What follows belongs to an exercise in optimizing a design on an open flow for small area and a short achievable clock period; a production flow would make more cautious choices.
Where RTL was checked, it was by simulation tests only, not by an equivalence proof against the original.
Power figures rest on the tool's default switching activity, not on a simulated workload.

==> run a <==
## RGBtoGray
module RGBtoGray (r, g, b, valid_in, clk, rst, grayout, valid_out);
==> flow/config.mk <==
export PLATFORM = sky130hd
export DESIGN_NAME = RGBtoGray
export DESIGN_NICKNAME = RGBtoGray
export VERILOG_FILES = /design/flow/design.v
export SDC_FILE = /design/flow/constraint.sdc
export NUM_CORES = 4
export LEC_CHECK = 0
export ABC_AREA = 1
export CAP_MARGIN = 20
export CORE_MARGIN = 2
export CORE_UTILIZATION = 40
export PLACE_DENSITY = 0.6
export SLEW_MARGIN = 20
==> flow/constraint.sdc <==
create_clock -name core_clock -period 12.0 [get_ports {clk}]
set_input_delay 2.4000 -clock core_clock [delete_from_list [all_inputs] [get_ports {clk}]]
set_output_delay 2.4000 -clock core_clock [all_outputs]
set_load 0.01 [all_outputs]
run.sh (not shown) runs the stock make flow with config.mk's settings and CLKGATE_MAP_FILE= SYNTH_SCRIPT=/design/flow/synth_recipe.tcl, a recipe that flattens the netlist after the stock synthesis.
==> inputs of run b, as changes to run a <==
Settings changed: CORE_UTILIZATION 40 to 65, PLACE_DENSITY 0.6 to 0.8, SETUP_SLACK_MARGIN set to 5.
==> notes <==
Register-to-register slack: run a is worse than run b (0.41 ns).
Of run b and run a, run a has the higher clock power (gap about 3%, measured against run a).
In run a the first-iteration DRC count is smaller than in run b, by 26%.
Between run a and run b, the lower cell area is in run b (gap 0.72%, measured against run b).
Function was not checked in any run of this note: the RTL went through the layout flow alone.


==> inputs of quartz <==
Another version of the RTL of RGBtoGray (not shown whole).
Settings: LEC_CHECK=0, ABC_AREA=1, CAP_MARGIN=20, CORE_MARGIN=2, CORE_UTILIZATION=40, PLACE_DENSITY=0.6, SLEW_MARGIN=20; clock period 12.0 ns.
standard.sh (not shown) runs the stock make flow with config.mk's settings and CLKGATE_MAP_FILE= SYNTH_SCRIPT=/design/flow/synth_recipe.tcl, a recipe that flattens the netlist after the stock synthesis.
==> flow/flow/run.sh <==
#!/bin/bash
# 1. the standard synthesis (standard.sh synth), unchanged.
# 2. flow/invpush.py: full adders are self-dual, so an fa cell can take complemented inputs and
#    give complemented outputs; it flips fa cells where that needs fewer inverters. Registers,
#    ports and every register's and port's logic function stay as synthesis made them.
set -euo pipefail
R=orfs/results/${FLOW_PLATFORM}/RGBtoGray/base
bash standard.sh SETUP_SLACK_MARGIN=8 'BUFFER_PORTS_ARGS=-buffer_cell sky130_fd_sc_hd__buf_1' synth > synth.log 2>&1
python3 flow/invpush.py $R/1_2_yosys.v $R/1_2_yosys.inv.v > invpush.log 2>&1
mv $R/1_2_yosys.inv.v $R/1_2_yosys.v
rm -f $R/1_synth.odb
bash standard.sh SETUP_SLACK_MARGIN=8 'BUFFER_PORTS_ARGS=-buffer_cell sky130_fd_sc_hd__buf_1' finish > standard_flow.log 2>&1
Other scripts of this flow, unchanged in this note and not shown: flow/flow/invpush.py
==> inputs of willow, as changes to quartz <==
--- a/flow/design.v
+++ b/flow/design.v
@@ -2272,14 +2272,14 @@
   wire [23:0] a1_n4 = a1_z2 ? {a1_n3[21:0], 2'd0} : a1_n3;
   wire a1_z1 = ~a1_n4[23];
   wire [23:0] a1_n5 = a1_z1 ? {a1_n4[22:0], 1'b0} : a1_n4;
   wire [0:0] a1_mz = ~a1_m_q5[24] & ~a1_n4[23] & ~a1_n4[22];
   wire [22:0] a1_fo = a1_m_q5[24] ? a1_m_q5[23:1] : a1_n5[22:0];
-  wire [5:0] a1_lzn = {a1_m_q5[24], ~a1_z16, ~a1_z8, ~a1_z4, ~a1_z2, ~a1_z1};
+  wire [7:0] a1_lzn = a1_m_q5[24] ? 8'd0 : {3'b111, ~a1_z16, ~a1_z8, ~a1_z4, ~a1_z2, ~a1_z1};
   reg [7:0] a1_el_q6;
   always @(posedge clk) a1_el_q6 <= a1_el_q5;
-  reg [5:0] a1_lzn_q6;
+  reg [7:0] a1_lzn_q6;
   always @(posedge clk) a1_lzn_q6 <= a1_lzn;
   reg [22:0] a1_fo_q6;
   always @(posedge clk) a1_fo_q6 <= a1_fo;
   reg [0:0] a1_mz_q6;
   always @(posedge clk) a1_mz_q6 <= a1_mz;
@@ -2296,11 +2296,11 @@
   reg [22:0] fB2_q6;
   always @(posedge clk) fB2_q6 <= fB2_q5;
   reg [0:0] zB_q6;
   always @(posedge clk) zB_q6 <= zB_q5;
   wire [7:0] a1_eadd; wire a1_eco;
-  add8 a1_uexp(.a(a1_el_q6), .b(a1_lzn_q6[5] ? 8'd0 : {3'b111, a1_lzn_q6[4:0]}), .ci(1'b1), .s(a1_eadd), .co(a1_eco));
+  add8 a1_uexp(.a(a1_el_q6), .b(a1_lzn_q6), .ci(1'b1), .s(a1_eadd), .co(a1_eco));
   wire [7:0] a1_eo = a1_mz_q6 ? 8'd0 : a1_eadd;
   wire [0:0] a1_so = a1_mz_q6 ? 1'b0 : a1_sl_q6;
   wire [22:0] a1_fo2 = a1_fo_q6;
   wire [0:0] a1_zo = a1_zxy_q6 | (a1_nz_q6 & (a1_eo == 8'd0));
   wire [7:0] a2_dxy, a2_dyx; wire a2_cxy, a2_cyx;
@@ -2360,19 +2360,27 @@
   always @(posedge clk) a2_ms_q8 <= a2_ms;
   reg [0:0] a2_sl_q8;
   always @(posedge clk) a2_sl_q8 <= a2_sl;
   reg [0:0] a2_sub_q8;
   always @(posedge clk) a2_sub_q8 <= a2_sub;
+  reg [0:0] a2_zxy_q8;
+  always @(posedge clk) a2_zxy_q8 <= a2_zxy;
+  reg [0:0] a2_nz_q8;
+  always @(posedge clk) a2_nz_q8 <= a2_nz;
   wire [23:0] a2_ma; wire a2_mc;
   add24 a2_uadd(.a({1'b1, a2_fl_q8}), .b(a2_ms_q8 ^ {24{a2_sub_q8}}), .ci(a2_sub_q8), .s(a2_ma), .co(a2_mc));
   wire [24:0] a2_m = {a2_mc & ~a2_sub_q8, a2_ma};
   reg [7:0] a2_el_q9;
   always @(posedge clk) a2_el_q9 <= a2_el_q8;
   reg [24:0] a2_m_q9;
   always @(posedge clk) a2_m_q9 <= a2_m;
   reg [0:0] a2_sl_q9;
   always @(posedge clk) a2_sl_q9 <= a2_sl_q8;
+  reg [0:0] a2_zxy_q9;
+  always @(posedge clk) a2_zxy_q9 <= a2_zxy_q8;
+  reg [0:0] a2_nz_q9;
+  always @(posedge clk) a2_nz_q9 <= a2_nz_q8;
   wire [23:0] a2_n0 = a2_m_q9[23:0];
   wire a2_z16 = (a2_n0[23:8] == 16'd0);
   wire [23:0] a2_n1 = a2_z16 ? {a2_n0[7:0], 16'd0} : a2_n0;
   wire a2_z8 = (a2_n1[23:16] == 8'd0);
   wire [23:0] a2_n2 = a2_z8 ? {a2_n1[15:0], 8'd0} : a2_n1;
@@ -2382,23 +2390,27 @@
   wire [23:0] a2_n4 = a2_z2 ? {a2_n3[21:0], 2'd0} : a2_n3;
   wire a2_z1 = ~a2_n4[23];
   wire [23:0] a2_n5 = a2_z1 ? {a2_n4[22:0], 1'b0} : a2_n4;
   wire [0:0] a2_mz = ~a2_m_q9[24] & ~a2_n4[23] & ~a2_n4[22];
   wire [22:0] a2_fo = a2_m_q9[24] ? a2_m_q9[23:1] : a2_n5[22:0];
-  wire [5:0] a2_lzn = {a2_m_q9[24], ~a2_z16, ~a2_z8, ~a2_z4, ~a2_z2, ~a2_z1};
+  wire [7:0] a2_lzn = a2_m_q9[24] ? 8'd0 : {3'b111, ~a2_z16, ~a2_z8, ~a2_z4, ~a2_z2, ~a2_z1};
   reg [7:0] a2_el_q10;
   always @(posedge clk) a2_el_q10 <= a2_el_q9;
-  reg [5:0] a2_lzn_q10;
+  reg [7:0] a2_lzn_q10;
   always @(posedge clk) a2_lzn_q10 <= a2_lzn;
   reg [22:0] a2_fo_q10;
   always @(posedge clk) a2_fo_q10 <= a2_fo;
   reg [0:0] a2_mz_q10;
   always @(posedge clk) a2_mz_q10 <= a2_mz;
   reg [0:0] a2_sl_q10;
   always @(posedge clk) a2_sl_q10 <= a2_sl_q9;
+  reg [0:0] a2_zxy_q10;
+  always @(posedge clk) a2_zxy_q10 <= a2_zxy_q9;
+  reg [0:0] a2_nz_q10;
+  always @(posedge clk) a2_nz_q10 <= a2_nz_q9;
   wire [7:0] a2_eadd; wire a2_eco;
-  add8 a2_uexp(.a(a2_el_q10), .b(a2_lzn_q10[5] ? 8'd0 : {3'b111, a2_lzn_q10[4:0]}), .ci(1'b1), .s(a2_eadd), .co(a2_eco));
+  add8 a2_uexp(.a(a2_el_q10), .b(a2_lzn_q10), .ci(1'b1), .s(a2_eadd), .co(a2_eco));
   wire [7:0] a2_eo = a2_mz_q10 ? 8'd0 : a2_eadd;
   wire [0:0] a2_so = a2_mz_q10 ? 1'b0 : a2_sl_q10;
   wire [22:0] a2_fo2 = a2_fo_q10;
   wire [31:0] gout = {a2_so, a2_eo, a2_fo2};
   reg [31:0] gout_q11;
==> flow/flow/run.sh (replaced) <==
#!/bin/bash
# 1. the standard synthesis (standard.sh synth), unchanged.
# 2. flow/invpush.py: full adders are self-dual, so an fa cell can take complemented inputs and
#    give complemented outputs; it flips fa cells where that needs fewer inverters. Registers,
#    ports and every register's and port's logic function stay as synthesis made them.
set -euo pipefail
R=orfs/results/${FLOW_PLATFORM}/RGBtoGray/base
bash standard.sh SETUP_SLACK_MARGIN=7.5 synth > synth.log 2>&1
python3 flow/invpush.py $R/1_2_yosys.v $R/1_2_yosys.inv.v > invpush.log 2>&1
mv $R/1_2_yosys.inv.v $R/1_2_yosys.v
rm -f $R/1_synth.odb
bash standard.sh SETUP_SLACK_MARGIN=7.5 finish > standard_flow.log 2>&1
Settings changed: CTS_BUF_LIST from default to sky130_fd_sc_hd__clkbuf_4.
==> summary.txt <==
Against willow, the core utilization of quartz is higher by 0.28 points.
In sequential cell count, willow and quartz do not differ.
In quartz the final cell count is lower than in willow, by 2.1%.
Combinational power: willow is smaller than quartz (about 1%).
Sequential power is about the same in quartz and willow.
In quartz the via count is smaller than in willow, by 0.52%.
In die area, willow and quartz hardly differ.
In willow the design area is smaller than in quartz, by about 0.6%.
==> figures <==
H-tree levels: quartz 3; willow 4
Switching power as a share of total power: quartz 41.7%; willow 42.7%
Final cell utilization of the core: quartz 45.5%; willow 45.2%
Syn avg cell area: quartz 9.48 um^2; willow 9.57 um^2
Largest fanout on the critical path: quartz 7; willow 1
Logic gate share of total power: quartz 46.9%; willow 48.7%
Iter 0 DRT Violations: quartz 1679; willow 1579
Layout cell share with drive strength beyond 1: quartz 6.59%; willow 8.22%
PwrDens: quartz 279 nW/um^2; willow 268 nW/um^2
Post-DP HPWL: quartz 81300 um; willow 81900 um
Outcome: quartz no timing/DRC/antenna violations; willow no timing/DRC/antenna violations
Crit path setup slack, layout: quartz 8.15 ns; willow 7.69 ns
Power in combinational cells: quartz 6.81 mW; willow 6.74 mW
Non-clk invs: quartz 669; willow 651
Master cell of the clock root buffer: quartz sky130_fd_sc_hd__clkbuf_16; willow sky130_fd_sc_hd__clkbuf_4
Sequential portion of the cell area: quartz 33.3%; willow 33.4%
Clock distribution area overhead in the final layout: quartz 6.51%; willow 5.49%
Function not checked in quartz: the RTL went through the layout flow alone.

-- afterwards: timing with drivers on the ports --
How much do the figures lean on ideal ports? The routed layouts below were timed once more, with nothing changed but the port constraints. Step 1 assumes that a clkbuf_16 drives the clock port and a buf_2 every other input. Step 2 times the ports against the registers' clock, not the clock port: input delays grow and output delays shrink by t, the midpoint of the rising clock arrivals with the driver on. Slacks: ideal ports / drivers / drivers and shift; pairs: ideal ports / drivers.
| run | t (ns) | slack for setup (ns) | worst slew at a driven data input, ns | cell pins on the clock port's net |
|---|---|---|---|---|
| run a | 0.687 | 4.927 / 4.927 / 4.927 | 0.07 | 1 |
| run b | 0.653 | 5.337 / 5.337 / 5.337 | 0.06 | 1 |
| quartz | 0.740 | 8.151 / 8.151 / 8.151 | 0.09 | 1 |
| willow | 1.177 | 7.693 / 7.623 / 7.765 | 0.05 | 1 |
After both steps setup and hold are still met in every run listed.
